Context: an optimization exercise on an open-source flow, tuned for small area and a short achievable clock period. The choices shown serve that exercise and are no tape-out recipe.
Only simulation tests tie the RTL to the original design; equivalence was not proved.
Power and IR drop assume default switching activity.

[config.mk]
export PLATFORM = sky130hd
export DESIGN_NAME = DilatedCausal1DConv
export DESIGN_NICKNAME = DilatedCausal1DConv
export VERILOG_FILES = /design/flow/design.v
export SDC_FILE = /design/flow/constraint.sdc
export NUM_CORES = 4
export LEC_CHECK = 0
export CAP_MARGIN = 20
export CORE_MARGIN = 2
export CORE_UTILIZATION = 40
export SLEW_MARGIN = 20
[constraint.sdc]
create_clock -name core_clock -period 7.0 [get_ports {clk}]
set_input_delay 1.4000 -clock core_clock [delete_from_list [all_inputs] [get_ports {clk}]]
set_output_delay 1.4000 -clock core_clock [all_outputs]
set_load 0.01 [all_outputs]
[design.v]
`timescale 1ns / 1ps
module DilatedCausal1DConv #(
    parameter integer DILATION_FACTOR = 2,
    parameter integer KERNEL_SIZE = 3,
    parameter integer INPUT_CHANNELS = 16,
    parameter integer OUTPUT_CHANNELS = 16
)(
    input clk,
    input reset,
    input wire [INPUT_CHANNELS*8-1:0] x,  
    output reg [OUTPUT_CHANNELS*8-1:0] y,  
    input h_write,
    input [7:0] h_index_channel,
    input [7:0] h_index_filter,
    input [7:0] h_value    
    );
    localparam integer TAPS = DILATION_FACTOR*(KERNEL_SIZE-1) + 1;
    reg signed [7:0] h [0:INPUT_CHANNELS*KERNEL_SIZE-1];        
    reg signed [7:0] x_delay [0:INPUT_CHANNELS*TAPS-1];          
    reg signed [15:0] mul [0:INPUT_CHANNELS*KERNEL_SIZE-1];
    reg signed [15:0] sum [0:OUTPUT_CHANNELS-1];
    integer i,j;
    always @(posedge clk or posedge reset) begin
        if(reset) begin
        for(i = 0; i <= INPUT_CHANNELS-1; i= i+1) begin
            for (j = 0; j <= (DILATION_FACTOR*(KERNEL_SIZE-1)); j = j + 1) begin
                x_delay[i*TAPS+j] <= 8'sh0;
            end           
        end
    end
        else begin
        for(i = 0; i <= INPUT_CHANNELS-1; i= i+1) begin
            for(j=(DILATION_FACTOR*(KERNEL_SIZE-1)); j>0; j=j-1) begin
                x_delay[i*TAPS+j] <= x_delay[i*TAPS+j-1];
            end
            x_delay[i*TAPS] <= x[i*8 +: 8];
        end
    end
end
    always @ (posedge clk or posedge reset) begin  
        if(reset) begin
            for(i = 0; i <= INPUT_CHANNELS-1; i= i+1) begin
                for(j=0; j<KERNEL_SIZE; j=j+1) begin
                    h[i*KERNEL_SIZE+j] <= 8'd1 + j;
                end
            end
        end
        else begin
            for(i = 0; i <= INPUT_CHANNELS-1; i= i+1) begin
                for(j=0; j<KERNEL_SIZE; j=j+1) begin
                    if(h_write == 1 && h_index_channel == i && h_index_filter == j) begin
                        h[i*KERNEL_SIZE+j] <= h_value;
                    end
                end
            end
        end
    end    
always @(*) begin
    for(i = 0; i <= INPUT_CHANNELS-1; i= i+1) begin
        sum[i] = 0;
        for (j = 0; j < KERNEL_SIZE; j = j + 1) begin
            sum[i] = sum[i] + mul[i*KERNEL_SIZE+j];
        end
     end
end
always @(*) begin
    for(i = 0; i <= INPUT_CHANNELS-1; i= i+1) begin
        for(j=0; j< KERNEL_SIZE; j = j + 1) begin
            mul[i*KERNEL_SIZE+j] = x_delay[i*TAPS+DILATION_FACTOR * j] * h[i*KERNEL_SIZE+j];
        end
    end
end
always @(posedge clk or posedge reset) begin
    if (reset) begin
        for(i = 0; i <= OUTPUT_CHANNELS-1; i= i+1) begin
            y[i*8 +: 8] <= 8'sh0;
        end
    end
    else begin
        for(i = 0; i <= OUTPUT_CHANNELS-1; i= i+1) begin
            if(sum[i] >= 127) begin
                y[i*8 +: 8] <= 8'd127;
            end
            else if(sum[i] <=-128) begin
                y[i*8 +: 8] <= -8'd128;
            end
            else begin
                y[i*8 +: 8] <= sum[i][7:0];
            end
        end    
    end
end
endmodule
[run.sh]
#!/bin/bash
# synth_recipe.tcl (not shown) runs the flow's synth.tcl, then flattens the netlist and writes it again
# the make line also repeats each setting of config.mk as NAME=value (left out here)
make -C /OpenROAD-flow-scripts/flow DESIGN_CONFIG=/design/flow/config.mk WORK_HOME=/design/flow/orfs CLKGATE_MAP_FILE= SYNTH_SCRIPT=/design/flow/synth_recipe.tcl finish
==> load_flow_metrics.sql <==
INSERT INTO impl_metrics (metric_group, metric, value, unit) VALUES
('floorplanning', 'top_level_ports', '283', ''),
('timing', 'highest_clock_rate', '0.146', 'GHz'),
('clock_tree', 'cts_made_buffers', '165', ''),
('timing', 'timing.final.crit_share', '97.8', '%'),
('synth', 'fraction_of_the_mapped_netlist_area_in_adder_cells', '51.9', '%'),
('layout', 'layout_commonest_cell', 'sky130_fd_sc_hd__inv_1', ''),
('pwr', 'power_leakage', '91.0', 'nW'),
('synth', 'ys_async_sr_fraction', '100', '%'),
('floorplanning', 'core-area', '397000', 'um^2'),
('flow_run', 'max_cap_violations', '0', ''),
('drt', 'detail_route.drc_violations', '0', ''),
('setup_path', 'cp.arrival', '7.64', 'ns'),
('setup_path', 'regToRegStartpoint', 'x_delay[20][2]', ''),
('pwr', 'seq_power_share', '36.2', '%'),
('placement', 'globalplace.congestion', '0.855', ''),
('setup_path', 'worst_path_largest_cell_delay', '0.55', 'ns'),
('setup_path', 'reg2reg_depth', '21', ''),
('drt', 'via_per_inst', '4.74', ''),
('layout', 'regArea', '29000', 'um^2'),
('setup_path', 'path_cells', 'and2_1, fa_1, inv_1, fa_1, fa_1, inv_1, fa_1, inv_1, fa_1, fa_1, inv_1, fa_1, ha_2, or4_4, o21ai_2, or3_4, a21oi_2, or3b_4, or4_4, nor2b_4, or2_1', ''),
('pwr', 'power.combinational.fraction', '21.4', '%'),
('pwr', 'switching_share', '31.7', '%'),
('drt', 'final_antenna_net_count', '0', ''),
('synth', 'post_synth_instance_area', '160000', 'um^2'),
('setup_path', 'reg2reg_setup_slack', '0.15', 'ns'),
('synth', 'synth-compound-area-share', '2.63', '%'),
('timing', 'finClkSkew', '0.0446', 'ns'),
('timing', 'drv_slew', '0', ''),
('worst_hold_path', 'worstHoldStart', 'x_delay[61][1]', ''),
('drt', 'dr_total_vias', '101396', ''),
('setup_path', 'critical_path.top_delay_family', 'adder cells', ''),
('clock_tree', 'clkSlewWorstSetupHoldPaths', '0.07', 'ns'),
('floorplanning', 'die_width', '635', 'um'),
('timing', 'crit_path_time_final', '6.85', 'ns'),
('layout', 'multi_input_comb_area', '115000', 'um^2'),
('layout', 'final_cells', '21384', ''),
('setup_path', 'worst_path_bufs_invs', '4', ''),
('setup_path', 'start_kind', 'flip-flop', ''),
('drt', 'routed_wire_length_per_instance', '18.5', 'um'),
('pwr', 'power_density', '117', 'nW/um^2'),
('clock_tree', 'clock_tree_from_tritoncts', 'yes', ''),
('setup_path', 'critical_path.max_fanout', '9', ''),
('setup_path', 'criticalPathCategory', 'flip-flop to flip-flop', ''),
('layout', 'finish.utilization', '45.1', '%'),
('placement', 'detailed_place_hpwl', '325000', 'um'),
('grt', 'first_global_vias', '111956', ''),
('status', 'status', 'timing/DRC/antenna clean', ''),
('timing', 'finalHoldViolCount', '0', ''),
('clock_tree', 'cts-root-to-sink-buffers', '4', ''),
('timing', 'timing.final.setup_violations', '0', ''),
('setup_path', 'critPathMostFrequentCell', 'sky130_fd_sc_hd__fa_1', ''),
('grt', 'grt_antenna_before_repair', '32', ''),
('drt', 'detailedRoute.firstIterationViolations', '5086', ''),
('grt', 'grt_use_total', '20.4', '%'),
('synth', 'synth.net_count', '19891', ''),
('synth', 'yosysSeqAreaShare', '18.1', '%'),
('drt', 'route.final.wire_length', '395000', 'um'),
('clock_tree', 'cts_num_sinks', '1152', ''),
('placement', 'pre_cts_slack', '-0.0315', 'ns'),
('drt', 'drt_pre_antenna_iters', '5', ''),
('worst_hold_path', 'worst_hold_path.num_cells', '0', ''),
('timing', 'timing_worst_slew_pin_value', '1.06', 'ns'),
('synth', 'yosys.cell_types.count', '89', ''),
('pwr', 'cell_internal_pwr', '14.2', 'mW'),
('layout', 'drive_above_1_share', '9.55', '%'),
('worst_hold_path', 'min_to', 'x_delay[62][1]', ''),
('pwr', 'power.share.clock', '42.4', '%'),
('floorplanning', 'die_area', '404000', 'um^2'),
('setup_path', 'cp_data_required_time', '7.79', 'ns'),
('timing', 'grt_setup_unrepaired', 'yes', ''),
('synth', 'yosys_top_cell_area_share', '42.8', '%');
## power by group through the flow
stage	registers [mW]	clock network [mW]	logic [mW]
6_report	7.54	8.84	4.47
5_1_grt	7.58	9.39	5.00
4_1_cts	7.54	9.18	4.40
3_5_place_dp	7.66	0	4.35
3_3_place_gp	7.66	0	4.32
2_1_floorplan	7.57	0	2.44
## synthesized netlist by cell type (22+ instances only)
master	count
sky130_fd_sc_hd__inv_1	4142
sky130_fd_sc_hd__fa_1	3408
sky130_fd_sc_hd__and2_1	1621
sky130_fd_sc_hd__nand2_1	1184
sky130_fd_sc_hd__ha_1	1168
sky130_fd_sc_hd__dfrtp_1	1088
sky130_fd_sc_hd__xnor2_1	409
sky130_fd_sc_hd__nor2_1	362
sky130_fd_sc_hd__mux2_2	356
sky130_fd_sc_hd__nand2b_1	198
sky130_fd_sc_hd__o21ai_0	153
sky130_fd_sc_hd__a21oi_1	126
sky130_fd_sc_hd__clkbuf_1	118
sky130_fd_sc_hd__xor2_1	87
sky130_fd_sc_hd__o21a_1	65
sky130_fd_sc_hd__dfstp_2	64
sky130_fd_sc_hd__nor3_1	57
sky130_fd_sc_hd__a21o_1	54
sky130_fd_sc_hd__nand3_1	46
sky130_fd_sc_hd__nor2b_1	37
sky130_fd_sc_hd__nor4_1	34
sky130_fd_sc_hd__a211oi_1	25
sky130_fd_sc_hd__nand4_1	22
## repair_timing
item / 4_1_cts / 5_1_grt
resized for setup: 5 / 324
pin swaps: 0 / 82
endpoints found under the hold margin: 0 / 0
hold buffers: 0 / 0
endpoints found under the setup margin: 19 / 113
buffers inserted: 0 / 80
## final cells by class
class                           instances  share of cell area (%)
Clock inverter                         84                   0.524
Tap cell                             5242                    3.67
Multi-Input combinational cell       9732                    64.5
Timing Repair Buffer                  787                    3.75
Antenna cell                           12                  0.0168
Inverter                             4158                    8.76
Clock buffer                          217                    2.58
Sequential cell                      1152                    16.2
## worst register-to-register path: stages (launching register included)
cell,delay [ns]
sky130_fd_sc_hd__dfrtp_1,0.47
sky130_fd_sc_hd__and2_1,0.20
sky130_fd_sc_hd__fa_1,0.48
sky130_fd_sc_hd__inv_1,0.05
sky130_fd_sc_hd__fa_1,0.49
sky130_fd_sc_hd__fa_1,0.55
sky130_fd_sc_hd__inv_1,0.05
sky130_fd_sc_hd__fa_1,0.50
sky130_fd_sc_hd__inv_1,0.05
sky130_fd_sc_hd__fa_1,0.49
sky130_fd_sc_hd__fa_1,0.50
sky130_fd_sc_hd__inv_1,0.05
sky130_fd_sc_hd__fa_1,0.51
sky130_fd_sc_hd__ha_2,0.28
sky130_fd_sc_hd__or4_4,0.51
sky130_fd_sc_hd__o21ai_2,0.08
sky130_fd_sc_hd__or3_4,0.15
sky130_fd_sc_hd__a21oi_2,0.04
sky130_fd_sc_hd__or3b_4,0.36
sky130_fd_sc_hd__or4_4,0.54
sky130_fd_sc_hd__nor2b_4,0.16
sky130_fd_sc_hd__or2_1,0.23
## cells by family (layout without fill, tap and decap cells)
kind of cell | count (synthesis) | in the layout
AOI/OAI and AO/OA | 627 | 627
xor gates and xnor gates | 496 | 496
adders and majority gates | 4576 | 4576
buffers and inverters | 4276 | 5246
DFF | 1152 | 1152
muxes | 358 | 358
other | 0 | 12
and+or+nand+nor | 3675 | 3675
## state kept, by name (all words and copies together) (netlist names)
register and count:
x_delay 640, y 128, h 384
## worst max-delay path by stage
| stage | start | slack, ns | cells past startpoint | endpoint |
|---|---|---|---|---|
| after floorplan | reset | -10.25 | 1 | h[0][1] |
| after global placement | h[31][1] | -0.01 | 20 | y[83] |
| after detailed placement | h[21][3] | -0.03 | 22 | y[59] |
| after CTS | x_delay[65][4] | 0.01 | 21 | y[107] |
| after global routing | h[21][0] | -0.03 | 22 | y[60] |
| final | x_delay[20][2] | 0.15 | 21 | y[36] |
## routing by layer
metal	vias up	routed length, um	GRT usage [%]
met5	-	22	0
met4	4	9710	4.38
met3	441	16900	2.35
met2	1800	193000	34.3
met1	53063	176000	28.4
li1	46088	-	-
## per-stage QoR
| stage | hold WS (ns) | cell area (um^2) |
|---|---|---|
| finish | 0.331 | 179000 |
| global route | 0.340 | 179000 |
| CTS | 0.337 | 177000 |
| detailed placement | 0.335 | 172000 |
| global placement | 0.331 | 172000 |
| floorplan | 0.331 | 160000 |

separate check: timing with driven ports:
The results above use ideal ports. As a check the final layout listed here was re-extracted and re-timed, cells and wires unchanged.
Step 1 (the two cells are an assumption about what drives the block):
set clk [get_ports {clk}]
set_driving_cell -lib_cell sky130_fd_sc_hd__clkbuf_16 $clk
set_driving_cell -lib_cell sky130_fd_sc_hd__buf_2 [delete_from_list [all_inputs] $clk]
Step 2 moves the port delays by t, midway between the first and last clock arrival at a register: inputs arrive t later, outputs are due t later. That takes back most of the time a late clock gives input paths.
Slacks: ideal ports / drivers / drivers and shift; pairs: ideal ports / drivers.
t, ns: 0.978
setup WS [ns]: 0.151 / 0.151 / 0.151
latest minus earliest clock arrival (ns): 0.089 / 0.088
pins driven straight from the clock port: 1
After both steps setup and hold are still met in this run. For this run, drivers alone change the setup slack by 0.000 ns; drivers and shift together by 0.000 ns.
